What follows belongs to an exercise in optimizing a design on an open flow for small area; a production flow would make more cautious choices.
The RTL was checked by simulation tests, not by an equivalence proof against the original design.
No activity file was given, so power comes from the tool's default toggle rates.

[flow/config.mk]
export PLATFORM = sky130hd
export DESIGN_NAME = Alarm_Clock_EE271
export DESIGN_NICKNAME = Alarm_Clock_EE271
export VERILOG_FILES = /design/flow/design.v
export SDC_FILE = /design/flow/constraint.sdc
export NUM_CORES = 4
export LEC_CHECK = 0
export CAP_MARGIN = 20
export CORE_MARGIN = 2
export CORE_UTILIZATION = 40
export PLACE_DENSITY = 0.6
export SLEW_MARGIN = 20
[flow/design.v]
module Alarm_Clock_EE271 (
	clk,
	pushBtn,
	switches,
	led,
	buzzer,
	ps,
	seg0, seg1,
	seg2, seg3,
	seg4, seg5,
	segDecimalPoint
);
input [9:0] switches;
input [1:0] pushBtn;
input clk;
output [9:0] led;
output reg buzzer;
output [3:0] ps;
output [7:0] seg0;
output [7:0] seg1;
output [7:0] seg2;
output [7:0] seg3;
output [6:0] seg4;
output [7:0] seg5;
output reg segDecimalPoint;
wire rst  = ~pushBtn[1];
wire setm = switches[9];
reg [1:0] currentState;
reg [3:0] dcnt;         
reg       button_state;
reg       switch_old;
reg [7:0] count;        
reg [1:0] hr_t;  reg [3:0] hr_u;
reg [4:0] mn_t;  reg [3:0] mn_u;
reg [2:0] sc_t;  reg [3:0] sc_u;
reg [1:0] ah_t;  reg [3:0] ah_u;
reg [1:0] am_t;  reg [3:0] am_u;
reg [1:0] th_t;  reg [3:0] th_u;
reg [1:0] tm_t;  reg [3:0] tm_u;
reg [2:0] ts_t;  reg [3:0] ts_u;
reg [4:0] sw_t;  reg [3:0] sw_u;
reg alarmflag, timerFlag, ledFlag;
wire tick  = (count == 8'd199);
wire press = switch_old & ~pushBtn[0];
wire selH  = ~switches[0] &  switches[1];
wire selM  =  switches[0] & ~switches[1];
function [5:0] inc24;
	input [1:0] t; input [3:0] u;
	if (t == 2'd2 && u == 4'd3) inc24 = 6'd0;
	else if (u == 4'd9) inc24 = {t + 2'd1, 4'd0};
	else inc24 = {t, u + 4'd1};
endfunction
function [8:0] inc256;
	input [4:0] t; input [3:0] u;
	if (t == 5'd25 && u == 4'd5) inc256 = 9'd0;
	else if (u == 4'd9) inc256 = {t + 5'd1, 4'd0};
	else inc256 = {t, u + 4'd1};
endfunction
wire [5:0] hr_inc = inc24(hr_t, hr_u);
wire [8:0] mn_inc = inc256(mn_t, mn_u);
wire sc_59 = (sc_t == 3'd5) && (sc_u == 4'd9);
wire mn_59 = (mn_t == 5'd5) && (mn_u == 4'd9);
wire mn_23 = (mn_t == 5'd2) && (mn_u == 4'd3);
wire ah_23 = (ah_t == 2'd2) && (ah_u == 4'd3);
wire am_23 = (am_t == 2'd2) && (am_u == 4'd3);
wire th_23 = (th_t == 2'd2) && (th_u == 4'd3);
wire tm_23 = (tm_t == 2'd2) && (tm_u == 4'd3);
wire ts_0  = (ts_t == 3'd0) && (ts_u == 4'd0);
wire tm_0  = (tm_t == 2'd0) && (tm_u == 4'd0);
always @(posedge clk) begin
	switch_old <= pushBtn[0];
	if (rst) begin
		{hr_t, hr_u} <= 0;
		{mn_t, mn_u} <= 0;
		{sc_t, sc_u} <= 0;
		{ah_t, ah_u} <= 0;
		{am_t, am_u} <= 0;
		{th_t, th_u} <= 0;
		{tm_t, tm_u} <= 0;
		{ts_t, ts_u} <= {3'd0, 4'd2};
		{sw_t, sw_u} <= 0;
		alarmflag <= 0;
		timerFlag <= 0;
		segDecimalPoint <= 0;
		count <= 0;
		buzzer <= 0;
	end else begin
		if (!setm) begin
			if (tick) begin
				count <= 0;
				if (sc_59) begin
					{sc_t, sc_u} <= 0;
					if (mn_59) begin
						{mn_t, mn_u} <= 0;
						{hr_t, hr_u} <= hr_inc;
					end else
						{mn_t, mn_u} <= mn_inc;
				end else if (sc_u == 4'd9) begin
					sc_t <= sc_t + 3'd1;
					sc_u <= 4'd0;
				end else
					sc_u <= sc_u + 4'd1;
				if (ts_0) begin
					if (!tm_0) begin
						{ts_t, ts_u} <= {3'd5, 4'd9};
						if (tm_u == 4'd0) begin
							tm_t <= tm_t - 2'd1;
							tm_u <= 4'd9;
						end else
							tm_u <= tm_u - 4'd1;
					end
				end else if (ts_u == 4'd0) begin
					ts_t <= ts_t - 3'd1;
					ts_u <= 4'd9;
				end else
					ts_u <= ts_u - 4'd1;
				if (currentState == 2'd3 && switches[0])
					{sw_t, sw_u} <= inc256(sw_t, sw_u);
			end else begin
				count <= count + 8'd1;
				if (count > 8'd100) begin
					segDecimalPoint <= 1;
					if (ledFlag)
						buzzer <= 1;
				end else begin
					segDecimalPoint <= 0;
					buzzer <= 0;
				end
			end
		end else if (press) begin
			case (currentState)
			2'd0: begin
				if (selH) {hr_t, hr_u} <= hr_inc;
				else if (selM) {mn_t, mn_u} <= mn_23 ? 9'd0 : mn_inc;
			end
			2'd1: begin
				if (selH) begin
					{ah_t, ah_u} <= inc24(ah_t, ah_u);
					if (!ah_23) alarmflag <= 1;
				end else if (selM) begin
					{am_t, am_u} <= inc24(am_t, am_u);
					if (!am_23) alarmflag <= 1;
				end
			end
			2'd2: begin
				if (selH) begin
					{th_t, th_u} <= inc24(th_t, th_u);
					if (!th_23) timerFlag <= 1;
				end else if (selM) begin
					{tm_t, tm_u} <= inc24(tm_t, tm_u);
					if (!tm_23) timerFlag <= 1;
				end
			end
			default: ;
			endcase
		end
	end
end
wire dcnt_hit = dcnt[3];
wire dcnt_run = button_state ? pushBtn[0] : ~pushBtn[0];
always @(posedge clk) begin
	if (rst) begin
		currentState <= 2'd0;
		dcnt <= 4'd0;
		button_state <= 1'b1;
	end else if (dcnt_hit) begin
		dcnt <= {3'd0, ~button_state & pushBtn[0]};
		button_state <= ~button_state;
		if (!button_state && !setm)
			currentState <= currentState + 2'd1;
	end else begin
		dcnt <= dcnt_run ? dcnt + 4'd1 : 4'd0;
	end
end
always @(posedge clk)
	ledFlag <= ({hr_t, hr_u} == {ah_t, ah_u}) && ({mn_t, mn_u} == {3'd0, am_t, am_u}) && alarmflag ||
	           tm_0 && ts_0 && timerFlag;
assign led = {10{ledFlag}};
assign ps[1:0] = currentState;
assign ps[3] = (currentState == 2'd3) ? switches[0] : (setm & switches[0]);
assign ps[2] = (currentState == 2'd3) ? (switches[0] & switches[1]) : (setm & switches[1]);
reg [1:0] dh_t; reg [3:0] dh_u;
reg [4:0] dm_t; reg [3:0] dm_u;
reg [4:0] ds_t; reg [3:0] ds_u;
always @(*) begin
	case (currentState)
	2'd0: begin {dh_t, dh_u} = {hr_t, hr_u}; {dm_t, dm_u} = {mn_t, mn_u};       {ds_t, ds_u} = {2'd0, sc_t, sc_u}; end
	2'd1: begin {dh_t, dh_u} = {ah_t, ah_u}; {dm_t, dm_u} = {3'd0, am_t, am_u}; {ds_t, ds_u} = 9'd0; end
	2'd2: begin {dh_t, dh_u} = {th_t, th_u}; {dm_t, dm_u} = {3'd0, tm_t, tm_u}; {ds_t, ds_u} = {2'd0, ts_t, ts_u}; end
	default: begin {dh_t, dh_u} = 6'd0;      {dm_t, dm_u} = 9'd0;               {ds_t, ds_u} = {sw_t, sw_u}; end
	endcase
end
function [6:0] digit;
	input [3:0] d;
	case (d)
	4'd0: digit = 7'b100_0000;
	4'd1: digit = 7'b111_1001;
	4'd2: digit = 7'b010_0100;
	4'd3: digit = 7'b011_0000;
	4'd4: digit = 7'b001_1001;
	4'd5: digit = 7'b001_0010;
	4'd6: digit = 7'b000_0010;
	4'd7: digit = 7'b111_1000;
	4'd8: digit = 7'b000_0000;
	4'd9: digit = 7'b001_0000;
	default: digit = 7'bxxx_xxxx;
	endcase
endfunction
wire dm_blank = (dm_t > 5'd6) || (dm_t == 5'd6 && dm_u != 4'd0);
wire ds_blank = (ds_t > 5'd6) || (ds_t == 5'd6 && ds_u != 4'd0);
assign seg5 = {1'b1, digit({2'd0, dh_t})};
assign seg4 = digit(dh_u);
assign seg3 = {1'b1, dm_blank ? 7'h7f : digit(dm_t[3:0])};
assign seg2 = {1'b1, dm_blank ? 7'h7f : digit(dm_u)};
assign seg1 = {1'b1, ds_blank ? 7'h7f : digit(ds_t[3:0])};
assign seg0 = {1'b1, ds_blank ? 7'h7f : digit(ds_u)};
endmodule
[flow/run.sh]
#!/bin/bash
# synth_recipe.tcl (not shown) runs the flow's synth.tcl, then flattens the netlist and writes it again
# the make line also repeats each setting of config.mk as NAME=value (left out here)
make -C /OpenROAD-flow-scripts/flow DESIGN_CONFIG=/design/flow/config.mk WORK_HOME=/design/flow/orfs CLKGATE_MAP_FILE= SYNTH_SCRIPT=/design/flow/synth_recipe.tcl finish
[flow/constraint.sdc]
create_clock -name core_clock -period 10.0 [get_ports {clk}]
set_input_delay 2.0000 -clock core_clock [delete_from_list [all_inputs] [get_ports {clk}]]
set_output_delay 2.0000 -clock core_clock [all_outputs]
set_load 0.01 [all_outputs]
==> flow_summary.json <==
{
  "status": "timing/DRC/antenna clean",
  "synth_compound_area_frac": 0.1860,
  "hold_buffers": 0,
  "wirelength_um": 15660,
  "drt_first_pass_iters": 5,
  "coreArea_um2": 15090,
  "clock_latency_ns": 0.35,
  "period_needed_ns": 6.535,
  "cpPeakStageDelay_ns": 0.91,
  "startpoint_type": "flip-flop",
  "worst_pin_slew_ns": 1.077,
  "grt_pass1_wl_um": 25740,
  "slew_violations": 0,
  "cap_violations": 0,
  "hp-class": "flip-flop to flip-flop",
  "cts_max_path_buffers": 2,
  "clk_pin_slew_ns": 0.07,
  "yosysSeqAreaShare": 0.2702,
  "nets": 888,
  "cts_tree": "done",
  "portBuffers": 62,
  "path_max_fanout": 29,
  "critical_path_required_ns": 8.00,
  "post_cts_buffers": 0,
  "drt_iter0_markers": 404,
  "power_density_nw_per_um2": 100.8,
  "p_leak_uw": 0.002746,
  "critical-path-top-delay-family": "adder cells",
  "synth_area_leader_cell": "dfxtp_1",
  "critical_path.endpoint_type": "primary output",
  "cts_root_buffer": "clkbuf_16",
  "die_area_um2": 16380,
  "place_congestion": 0.8622,
  "n_antenna_cell": 0,
  "synth_adder_area_share": 0.1302,
  "initial_core_util": 0.4075,
  "setup_viol": 0,
  "synthTopCellsByArea": "dfxtp_1 (27%), ha_1 (13%), nand2_1 (5.3%)",
  "yosys.area_share.simple": 0.2580,
  "rsz0062_at_grt": "false",
  "synth_ff_type": "dfxtp_1",
  "grt-ovfl-total": 0,
  "slew_headroom": 0.2819,
  "grt_max_degree": 49,
  "synth_seq_cells": 83,
  "regArea_um2": 1662,
  "critPathKind": "flip-flop to primary output",
  "setup-tns-final_ns": 0,
  "max_freq_mhz": 153.0,
  "cp_slowest_cell": "ha_1",
  "post_cts_resized": 0,
  "synth-xor-area-share": 0.05128,
  "synth-async-reset-ratio": 0,
  "timing.critical_path.mode_cell": "ha_1",
  "drc": 0,
  "syn_area_um2": 6148,
  "arrival_ns": 4.53,
  "synth_cell_types": 70,
  "synth_top_family_by_area": "simple AND/OR/NAND/NOR gates",
  "num_io_pins": 76,
  "die_h_um": 128.0,
  "worstPathCellList": "ha_1 -> inv_1 -> o21ai_0 -> ha_1 -> and2_1 -> and3b_1 -> o31a_1 -> o311ai_0 -> clkdlybuf4s50_1",
  "syn_inst": 792,
  "synth-edff-count": 0,
  "yosys-top-cells-count": "nand2_1 (87), dfxtp_1 (83), nor2_1 (70), ha_1 (64), a21oi_1 (54)",
  "viasPerCell": 5.579,
  "muxShareOfSynthArea": 0.02320,
  "r2r-start": "currentState[0]",
  "path_buf_inv": 2,
  "multi_input_area_um2": 4011,
  "design_area_um2": 7041,
  "worstSetupStartpoint": "currentState[0]",
  "hold_viol": 0,
  "fill_cells": 1472,
  "wl_per_cell_um": 15.60,
  "cts.htree.levels": 3,
  "fin_skew_ns": 0.006833,
  "first_global_vias": 5149,
  "whs_ns": 0.4733,
  "min_period_over_period": 0.6535,
  "grt_util_all_layers": 0.1964,
  "synth_top_area_frac": 0.2702,
  "rows": 45,
  "area_delta_synth_final_pct": 14.51,
  "synth.most_common_cell": "nand2_1",
  "worstHoldStart": "dcnt[2]",
  "vias": 5601,
  "ir_drop_uv": 97.15,
  "dp_hpwl_um": 11320,
  "yosysWarnings": 1,
  "layout-drive-gt1-share": 0.04289,
  "r2r_setup_slack_ns": 7.33,
  "postSynthAreaPerCell_um2": 7.763,
  "numCtsBuffers": 9,
  "drtAntennaViolNets": 0,
  "die_w_um": 128.0,
  "cts_sinks": 83,
  "placed_cell_area_um2": 6739,
  "antenna_found_initial": 0
}
[worst min-delay path, stage by stage, from the launching register on]
cell and delay (ns):
dfxtp_1 0.32, nand3_1 0.07, nor2_1 0.04
[registers in the layout (all words and copies together) (netlist names), 3 cells and up]
signal / flops
sw_u: 4
dcnt: 4
sc_t: 3
ts_u: 4
tm_u: 4
th_u: 4
sw_t: 5
ts_t: 3
am_u: 4
hr_u: 4
count: 8
mn_t: 5
sc_u: 4
ah_u: 4
mn_u: 4
[layout make-up]
class	count	area share
Multi-Input combinational cell	602	0.5698
Sequential cell	83	0.2360
Timing Repair Buffer	65	0.09135
Tap cell	188	0.03341
Clock buffer	9	0.03199
Inverter	50	0.02666
Clock inverter	7	0.01084
[per-stage QoR]
step	instances	utilization	power [uW]	setup WS (ns)
after global routing	1004	0.4666	732.0	3.098
after CTS	1004	0.4666	718.6	3.428
final	1004	0.4666	709.4	3.465
after floorplan	796	-	363.1	5.109
after detailed placement	988	0.4466	374.0	3.814
after global placement	988	0.4466	373.3	4.001
[cells in the final DEF, fill, tap and decap left out, drive strengths merged, types with 12 or more instances in the layout]
master         synthesis  layout
a21oi                 54      54
mux2i                 12      12
nor2                  70      70
clkdlybuf4s50          0      62
ha                    64      64
o21ai                 51      51
xnor2                 17      17
dfxtp                 83      83
inv                   50      52
nor3                  12      12
nand2                 87      87
xor2                  19      19
nand3                 19      19
[kinds of logic (layout without fill, tap and decap cells)]
logic type,after synthesis,in the layout
flip-flops,83,83
XOR/XNOR,36,36
other,2,6
AND/OR/NAND/NOR,303,303
adder cells (fa/ha/maj),64,64
AO/OA/AOI/OAI,179,179
multiplexers,14,14
buffers and inverters,111,131
[report_power, final]
group | internal, uW | switching (uW)
Sequential | 332 | 1.90
Clock | 195 | 148
Combinational | 11.5 | 20.7
Total | 539 | 170
[final timing paths]
| kind | to | cells after the start |
|---|---|---|
| max reg2reg | th_u[3] | 6 |
| min reg2reg | dcnt[3] | 2 |
| min | dcnt[3] | 2 |
| max | seg0[4] | 9 |
[metal layers]
layer | share of wire | vias to the layer above | GRT usage
met2 | 0.45 | 157 | 0.3095
li1 | - | 2817 | -
met5 | 0 | - | 0
met1 | 0.47 | 2605 | 0.2647
met4 | 0.019 | 0 | 0.08597
met3 | 0.059 | 22 | 0.03339

port drivers added, routing unchanged:
Ports are ideal in the flow. The routed layout listed here was re-timed in OpenROAD.
Step 1 sets driving cells, clkbuf_16 on the clock port and buf_2 on the other inputs (assumed; they add their load-dependent delay and slew).
Step 2, shift: input delay + t, output delay - t, t = (earliest + latest rising clock arrival at the registers) / 2. This alone moves slack from input paths to output paths.
a / b / c = no drivers / after step 1 / after step 2; a / b = the first two.
t, ns: 0.392
setup WS [ns]: 3.465 / 3.422 / 3.814
clock arrival spread, ns: 0.007 / 0.007
After both steps this run still meets setup and hold. The setup slack of this run moves by -0.043 ns with the drivers and by +0.349 ns with both steps.
